From an optimization exercise on the open Yosys and OpenROAD flow, aimed at small area, a short achievable clock period and few clock cycles per item; shortcuts taken in it are not production practice.
RTL that was checked went through simulation tests only; none was proved equivalent to the original.

==> try-harbor <==
## froms_winner_policy
module froms_winner_policy(
	input         clock,
	input         nrst,
	input         start,
	input  [15:0] mybest,
	input  [15:0] besthop,
	input  [15:0] bestvalue,
	input  [15:0] bestneighborID,
	input  [15:0] MY_NODE_ID,
	input  [15:0] epsilon_step,
	input  [15:0] mem_rdata,
	output [10:0] mem_addr,
	output [15:0] mem_wdata,
	output        mem_we,
	output [15:0] nexthop,
	output        done
);
==> module froms_winner_policy, before the edit <==
module froms_winner_policy(
	input         clock,
	input         nrst,
	input         start,
	input  [15:0] mybest,
	input  [15:0] besthop,
	input  [15:0] bestvalue,
	input  [15:0] bestneighborID,
	input  [15:0] MY_NODE_ID,
	input  [15:0] epsilon_step,
	input  [15:0] mem_rdata,
	output [10:0] mem_addr,
	output [15:0] mem_wdata,
	output        mem_we,
	output [15:0] nexthop,
	output        done
);
	localparam [1:0] S_IDLE = 2'd0, S_W = 2'd1, S_C = 2'd2, S_T = 2'd3;
	reg [1:0]  state;
	reg        done_r;
	reg [15:0] lfsr;
	reg [15:0] nh;
	wire idle = (state == S_IDLE);
	wire go   = start & idle;
	wire fb0 = ~(lfsr[15] ^ lfsr[14] ^ lfsr[12] ^ lfsr[3]);
	wire fb1 = ~(lfsr[14] ^ lfsr[13] ^ lfsr[11] ^ lfsr[2]);
	wire [15:0] lfsr1 = {lfsr[14:0], fb0};
	wire [15:0] lfsr2 = {lfsr[13:0], fb0, fb1};
	wire [15:0] eps = mem_rdata;
	wire explore = (|eps[15:4]) | (eps[3:0] > lfsr[3:0]);
	wire [16:0] eps_diff = {1'b0, eps} - {1'b0, epsilon_step};
	wire [15:0] eps_new = eps_diff[16] ? 16'd0 : eps_diff[15:0];
	wire [22:0] p66 = {1'b0, mybest, 6'b0} + {6'b0, mybest, 1'b0};
	wire [16:0] lhs1 = {1'b0, bestvalue} + {10'b0, p66[22:16]};
	wire c1 = lhs1 < {1'b0, mybest};
	wire [15:0] s16 = mybest + {11'b0, mybest[15:11]};
	wire [16:0] s17 = {1'b0, s16} + {16'b0, |mybest[10:0]};
	wire c3 = {1'b0, bestvalue} < s17;
	wire take_best = c1 | (c3 & (bestneighborID != MY_NODE_ID));
	wire [15:0] exploit_hop = take_best ? besthop : 16'd301;
	wire [3:0] w = lfsr[4:1];
	wire [15:0] cnt = mem_rdata;
	wire [3:0] idx = (|cnt[15:4]) ? w : (w % cnt[3:0]);
	always @(posedge clock) begin
		if (!nrst) begin
			state  <= S_IDLE;
			done_r <= 1'b0;
			lfsr   <= 16'd5;
		end else begin
			case (state)
				S_IDLE: if (start) begin
					if (explore) begin
						state  <= S_W;
						done_r <= 1'b0;
						lfsr   <= lfsr2;
					end else begin
						done_r <= 1'b1;
						lfsr   <= lfsr1;
					end
				end
				S_W: state <= S_C;
				S_C: state <= S_T;
				S_T: begin
					state  <= S_IDLE;
					done_r <= 1'b1;
				end
			endcase
		end
	end
	always @(posedge clock) begin
		if (go)
			nh <= explore ? eps_new : exploit_hop;
		else if (state == S_C)
			nh <= {mem_rdata[15:4], idx};
		else if (state == S_T)
			nh <= mem_rdata;
	end
	assign mem_addr  = (state == S_C) ? 11'h68C :
	                   (state == S_T) ? (11'h668 + {6'b0, nh[3:0], 1'b0}) : 11'h004;
	assign mem_we    = (state == S_W);
	assign mem_wdata = nh;
	assign nexthop   = nh;
	assign done      = done_r;
endmodule
export LEC_CHECK = 0
export CAP_MARGIN = 20
export CORE_MARGIN = 2
export CORE_UTILIZATION = 40
export PLACE_DENSITY = 0.6
export SLEW_MARGIN = 20
create_clock -name core_clock -period 10.0 [get_ports {clock}]
run.sh (not shown) runs the stock make flow with config.mk's settings and CLKGATE_MAP_FILE= SYNTH_SCRIPT=/design/flow/synth_recipe.tcl, a recipe that flattens the netlist after the stock synthesis.
==> inputs of try-maple, as changes to try-harbor <==
--- a/flow/design.v
+++ b/flow/design.v
@@ -17,46 +17,91 @@
 	output        done
 );
 	localparam [1:0] S_IDLE = 2'd0, S_W = 2'd1, S_C = 2'd2, S_T = 2'd3;
+	function automatic [17:0] add17(input [16:0] a, input [16:0] b, input cin);
+		reg [16:0] g, p;
+		reg [17:0] c;
+		integer i, l, j;
+		begin
+			g = a & b;
+			p = a | b;
+			for (l = 0; l < 5; l = l + 1)
+				for (i = 0; i < 17; i = i + 1)
+					if ((i >> l) & 1) begin
+						j = ((i >> l) << l) - 1;
+						g[i] = g[i] | (p[i] & g[j]);
+						p[i] = p[i] & p[j];
+					end
+			c[0] = cin;
+			for (i = 0; i < 17; i = i + 1) c[i+1] = g[i] | (p[i] & cin);
+			add17 = {c[17], a ^ (b ^ c[16:0])};
+		end
+	endfunction
+	function automatic lt17(input [16:0] a, input [16:0] b);
+		reg [16:0] l, g;
+		integer i, k, j;
+		begin
+			l = ~a & b;
+			g = a & ~b;
+			for (k = 0; k < 5; k = k + 1)
+				for (i = 0; i < 17; i = i + 1)
+					if ((i >> k) & 1) begin
+						j = ((i >> k) << k) - 1;
+						l[i] = l[i] | (~g[i] & l[j]);
+						g[i] = g[i] | (~l[i] & g[j]);
+					end
+			lt17 = l[16];
+		end
+	endfunction
 	reg [1:0]  state;
 	reg        done_r;
 	reg [15:0] lfsr;
 	reg [15:0] nh;
 	wire idle = (state == S_IDLE);
 	wire go   = start & idle;
-	wire fb0 = ~(lfsr[15] ^ lfsr[14] ^ lfsr[12] ^ lfsr[3]);
-	wire fb1 = ~(lfsr[14] ^ lfsr[13] ^ lfsr[11] ^ lfsr[2]);
-	wire [15:0] lfsr1 = {lfsr[14:0], fb0};
-	wire [15:0] lfsr2 = {lfsr[13:0], fb0, fb1};
 	wire [15:0] eps = mem_rdata;
-	wire explore = (|eps[15:4]) | (eps[3:0] > lfsr[3:0]);
-	wire [16:0] eps_diff = {1'b0, eps} - {1'b0, epsilon_step};
-	wire [15:0] eps_new = eps_diff[16] ? 16'd0 : eps_diff[15:0];
-	wire [22:0] p66 = {1'b0, mybest, 6'b0} + {6'b0, mybest, 1'b0};
-	wire [16:0] lhs1 = {1'b0, bestvalue} + {10'b0, p66[22:16]};
-	wire c1 = lhs1 < {1'b0, mybest};
-	wire [15:0] s16 = mybest + {11'b0, mybest[15:11]};
-	wire [16:0] s17 = {1'b0, s16} + {16'b0, |mybest[10:0]};
-	wire c3 = {1'b0, bestvalue} < s17;
+	wire explore = (|eps[15:4]) | lt17({13'b0, lfsr[3:0]}, {13'b0, eps[3:0]});
+	wire [17:0] eps_sum = add17({1'b0, eps}, {1'b0, ~epsilon_step}, 1'b1);
+	wire [15:0] eps_new = eps_sum[15:0] & {16{eps_sum[16]}};
+	wire [17:0] d_sum = add17({1'b0, mybest}, {1'b1, ~bestvalue}, 1'b1);
+	wire [16:0] D = d_sum[16:0];
+	wire Dneg  = D[16];
+	wire Dzero = ~|D;
+	wire Dpos  = ~Dneg & ~Dzero;
+	wire [17:0] t66 = add17({7'b0, mybest[9:0]}, {7'b0, mybest[14:5]}, 1'b0);
+	wire t66c  = t66[10];
+	wire [17:0] phi_sum = add17({11'b0, mybest[15:10]}, {16'b0, mybest[15]}, t66c);
+	wire [6:0] phi = phi_sum[6:0];
+	wire c1 = Dpos & ((|D[15:7]) | lt17({10'b0, phi}, {10'b0, D[6:0]}));
+	wire nz = |mybest[10:0];
+	wire [17:0] k_sum = add17({12'b0, mybest[15:11]}, 17'b0, nz);
+	wire [5:0] k = k_sum[5:0];
+	wire [17:0] s7_sum = add17({10'b0, D[6:0]}, {11'b0, k}, 1'b0);
+	wire [6:0] s7 = s7_sum[6:0];
+	wire c3_nowrap = Dpos | (Dzero & (|mybest)) | (&D[16:6] & ~s7[6] & |s7[5:0]);
+	wire c3_wrap = ~Dneg & (&D[15:5]) & (|D[4:0]);
+	wire wrap = (&mybest[15:5]) & (|mybest[4:0]);
+	wire c3 = wrap ? c3_wrap : c3_nowrap;
 	wire take_best = c1 | (c3 & (bestneighborID != MY_NODE_ID));
 	wire [15:0] exploit_hop = take_best ? besthop : 16'd301;
 	wire [3:0] w = lfsr[4:1];
 	wire [15:0] cnt = mem_rdata;
 	wire [3:0] idx = (|cnt[15:4]) ? w : (w % cnt[3:0]);
+	wire fb = ~(lfsr[15] ^ lfsr[14] ^ lfsr[12] ^ lfsr[3]);
 	always @(posedge clock) begin
 		if (!nrst) begin
 			state  <= S_IDLE;
 			done_r <= 1'b0;
 			lfsr   <= 16'd5;
 		end else begin
+			if (go | (state == S_W))
+				lfsr <= {lfsr[14:0], fb};
 			case (state)
 				S_IDLE: if (start) begin
 					if (explore) begin
 						state  <= S_W;
 						done_r <= 1'b0;
-						lfsr   <= lfsr2;
 					end else begin
 						done_r <= 1'b1;
-						lfsr   <= lfsr1;
 					end
 				end
 				S_W: state <= S_C;
==> flow/flow/run.sh (new file) <==
#!/bin/bash
set -euo pipefail
bash standard.sh BUFFER_PORTS_ARGS="-buffer_cell sky130_fd_sc_hd__buf_1" finish > standard.log 2>&1
==> flow/standard.sh (new file) <==
#!/bin/bash
# synth_recipe.tcl (not shown) runs the flow's synth.tcl, then flattens the netlist and writes it again
# the make line also repeats each setting of config.mk as NAME=value (left out here)
make -C /OpenROAD-flow-scripts/flow DESIGN_CONFIG=/design/flow/config.mk WORK_HOME=/design/flow/orfs CLKGATE_MAP_FILE= SYNTH_SCRIPT=/design/flow/synth_recipe.tcl "${@:-finish}"
removed: flow/run.sh
==> inputs of try-raven, as changes to try-harbor <==
--- a/flow/design.v
+++ b/flow/design.v
@@ -17,46 +17,91 @@
 	output        done
 );
 	localparam [1:0] S_IDLE = 2'd0, S_W = 2'd1, S_C = 2'd2, S_T = 2'd3;
+	function automatic [17:0] add17(input [16:0] a, input [16:0] b, input cin);
+		reg [16:0] g, p;
+		reg [17:0] c;
+		integer i, l, j;
+		begin
+			g = a & b;
+			p = a | b;
+			for (l = 0; l < 5; l = l + 1)
+				for (i = 0; i < 17; i = i + 1)
+					if ((i >> l) & 1) begin
+						j = ((i >> l) << l) - 1;
+						g[i] = g[i] | (p[i] & g[j]);
+						p[i] = p[i] & p[j];
+					end
+			c[0] = cin;
+			for (i = 0; i < 17; i = i + 1) c[i+1] = g[i] | (p[i] & cin);
+			add17 = {c[17], a ^ (b ^ c[16:0])};
+		end
+	endfunction
+	function automatic lt17(input [16:0] a, input [16:0] b);
+		reg [16:0] l, g;
+		integer i, k, j;
+		begin
+			l = ~a & b;
+			g = a & ~b;
+			for (k = 0; k < 5; k = k + 1)
+				for (i = 0; i < 17; i = i + 1)
+					if ((i >> k) & 1) begin
+						j = ((i >> k) << k) - 1;
+						l[i] = l[i] | (~g[i] & l[j]);
+						g[i] = g[i] | (~l[i] & g[j]);
+					end
+			lt17 = l[16];
+		end
+	endfunction
 	reg [1:0]  state;
 	reg        done_r;
 	reg [15:0] lfsr;
 	reg [15:0] nh;
 	wire idle = (state == S_IDLE);
 	wire go   = start & idle;
-	wire fb0 = ~(lfsr[15] ^ lfsr[14] ^ lfsr[12] ^ lfsr[3]);
-	wire fb1 = ~(lfsr[14] ^ lfsr[13] ^ lfsr[11] ^ lfsr[2]);
-	wire [15:0] lfsr1 = {lfsr[14:0], fb0};
-	wire [15:0] lfsr2 = {lfsr[13:0], fb0, fb1};
 	wire [15:0] eps = mem_rdata;
-	wire explore = (|eps[15:4]) | (eps[3:0] > lfsr[3:0]);
-	wire [16:0] eps_diff = {1'b0, eps} - {1'b0, epsilon_step};
-	wire [15:0] eps_new = eps_diff[16] ? 16'd0 : eps_diff[15:0];
-	wire [22:0] p66 = {1'b0, mybest, 6'b0} + {6'b0, mybest, 1'b0};
-	wire [16:0] lhs1 = {1'b0, bestvalue} + {10'b0, p66[22:16]};
-	wire c1 = lhs1 < {1'b0, mybest};
-	wire [15:0] s16 = mybest + {11'b0, mybest[15:11]};
-	wire [16:0] s17 = {1'b0, s16} + {16'b0, |mybest[10:0]};
-	wire c3 = {1'b0, bestvalue} < s17;
+	wire explore = (|eps[15:4]) | lt17({13'b0, lfsr[3:0]}, {13'b0, eps[3:0]});
+	wire [17:0] eps_sum = add17({1'b0, eps}, {1'b0, ~epsilon_step}, 1'b1);
+	wire [15:0] eps_new = eps_sum[15:0] & {16{eps_sum[16]}};
+	wire [17:0] d_sum = add17({1'b0, mybest}, {1'b1, ~bestvalue}, 1'b1);
+	wire [16:0] D = d_sum[16:0];
+	wire Dneg  = D[16];
+	wire Dzero = ~|D;
+	wire Dpos  = ~Dneg & ~Dzero;
+	wire [17:0] t66 = add17({7'b0, mybest[9:0]}, {7'b0, mybest[14:5]}, 1'b0);
+	wire t66c  = t66[10];
+	wire [17:0] phi_sum = add17({11'b0, mybest[15:10]}, {16'b0, mybest[15]}, t66c);
+	wire [6:0] phi = phi_sum[6:0];
+	wire c1 = Dpos & ((|D[15:7]) | lt17({10'b0, phi}, {10'b0, D[6:0]}));
+	wire nz = |mybest[10:0];
+	wire [17:0] k_sum = add17({12'b0, mybest[15:11]}, 17'b0, nz);
+	wire [5:0] k = k_sum[5:0];
+	wire [17:0] s7_sum = add17({10'b0, D[6:0]}, {11'b0, k}, 1'b0);
+	wire [6:0] s7 = s7_sum[6:0];
+	wire c3_nowrap = Dpos | (Dzero & (|mybest)) | (&D[16:6] & ~s7[6] & |s7[5:0]);
+	wire c3_wrap = ~Dneg & (&D[15:5]) & (|D[4:0]);
+	wire wrap = (&mybest[15:5]) & (|mybest[4:0]);
+	wire c3 = wrap ? c3_wrap : c3_nowrap;
 	wire take_best = c1 | (c3 & (bestneighborID != MY_NODE_ID));
 	wire [15:0] exploit_hop = take_best ? besthop : 16'd301;
 	wire [3:0] w = lfsr[4:1];
 	wire [15:0] cnt = mem_rdata;
 	wire [3:0] idx = (|cnt[15:4]) ? w : (w % cnt[3:0]);
+	wire fb = ~(lfsr[15] ^ lfsr[14] ^ lfsr[12] ^ lfsr[3]);
 	always @(posedge clock) begin
 		if (!nrst) begin
 			state  <= S_IDLE;
 			done_r <= 1'b0;
 			lfsr   <= 16'd5;
 		end else begin
+			if (go | (state == S_W))
+				lfsr <= {lfsr[14:0], fb};
 			case (state)
 				S_IDLE: if (start) begin
 					if (explore) begin
 						state  <= S_W;
 						done_r <= 1'b0;
-						lfsr   <= lfsr2;
 					end else begin
 						done_r <= 1'b1;
-						lfsr   <= lfsr1;
 					end
 				end
 				S_W: state <= S_C;
==> flow/flow/run.sh (new file) <==
#!/bin/bash
set -euo pipefail
bash standard.sh BUFFER_PORTS_ARGS="-buffer_cell sky130_fd_sc_hd__buf_1" finish > standard.log 2>&1
==> flow/standard.sh (new file) <==
#!/bin/bash
# synth_recipe.tcl (not shown) runs the flow's synth.tcl, then flattens the netlist and writes it again
# the make line also repeats each setting of config.mk as NAME=value (left out here)
make -C /OpenROAD-flow-scripts/flow DESIGN_CONFIG=/design/flow/config.mk WORK_HOME=/design/flow/orfs CLKGATE_MAP_FILE= SYNTH_SCRIPT=/design/flow/synth_recipe.tcl "${@:-finish}"
Settings changed: SETUP_SLACK_MARGIN from default to 5.
removed: flow/run.sh
==> notes <==
In try-harbor the area after synthesis is larger than in try-raven, by about 14%.
Cell area, lowest first: try-maple, try-raven, try-harbor.
The lowest routed wire length belongs to try-maple, the highest to try-harbor.
In try-maple the cell count is lower than in try-harbor, by 6.3%.
Testbench counts of try-harbor, summed over its fixed seeds: cycles 6,739, items 3,200.
Only the layout flow was run in try-maple and try-raven; the RTL was not checked for function there.

==> separate check: timing with driven ports <==
Ports are ideal in the flow. The routed layouts listed here were re-timed in OpenROAD.
Step 1: set_driving_cell puts a clkbuf_16 on clock and a buf_2 on each other input, an assumption about the parent block.
Step 2 times the ports against the registers' clock, not the clock port: input delays grow and output delays shrink by t, the midpoint of the rising clock arrivals with the driver on.
Slacks: ideal / step 1 / step 2; pairs: ideal / step 1.
run	t, ns	setup WS [ns]	worst hold slack (ns)	pins driven straight from the clock port
try-harbor	0.328	2.147 / 2.167 / 1.839	0.497 / 0.497 / 0.497	1
try-maple	0.315	3.251 / 3.256 / 2.942	0.464 / 0.464 / 0.464	1
try-raven	0.320	4.037 / 4.025 / 3.706	0.467 / 0.467 / 0.467	1
After both steps every run listed still meets setup and hold. For try-raven, which loses most, drivers alone change the setup slack by -0.012 ns; drivers and shift together by -0.331 ns.
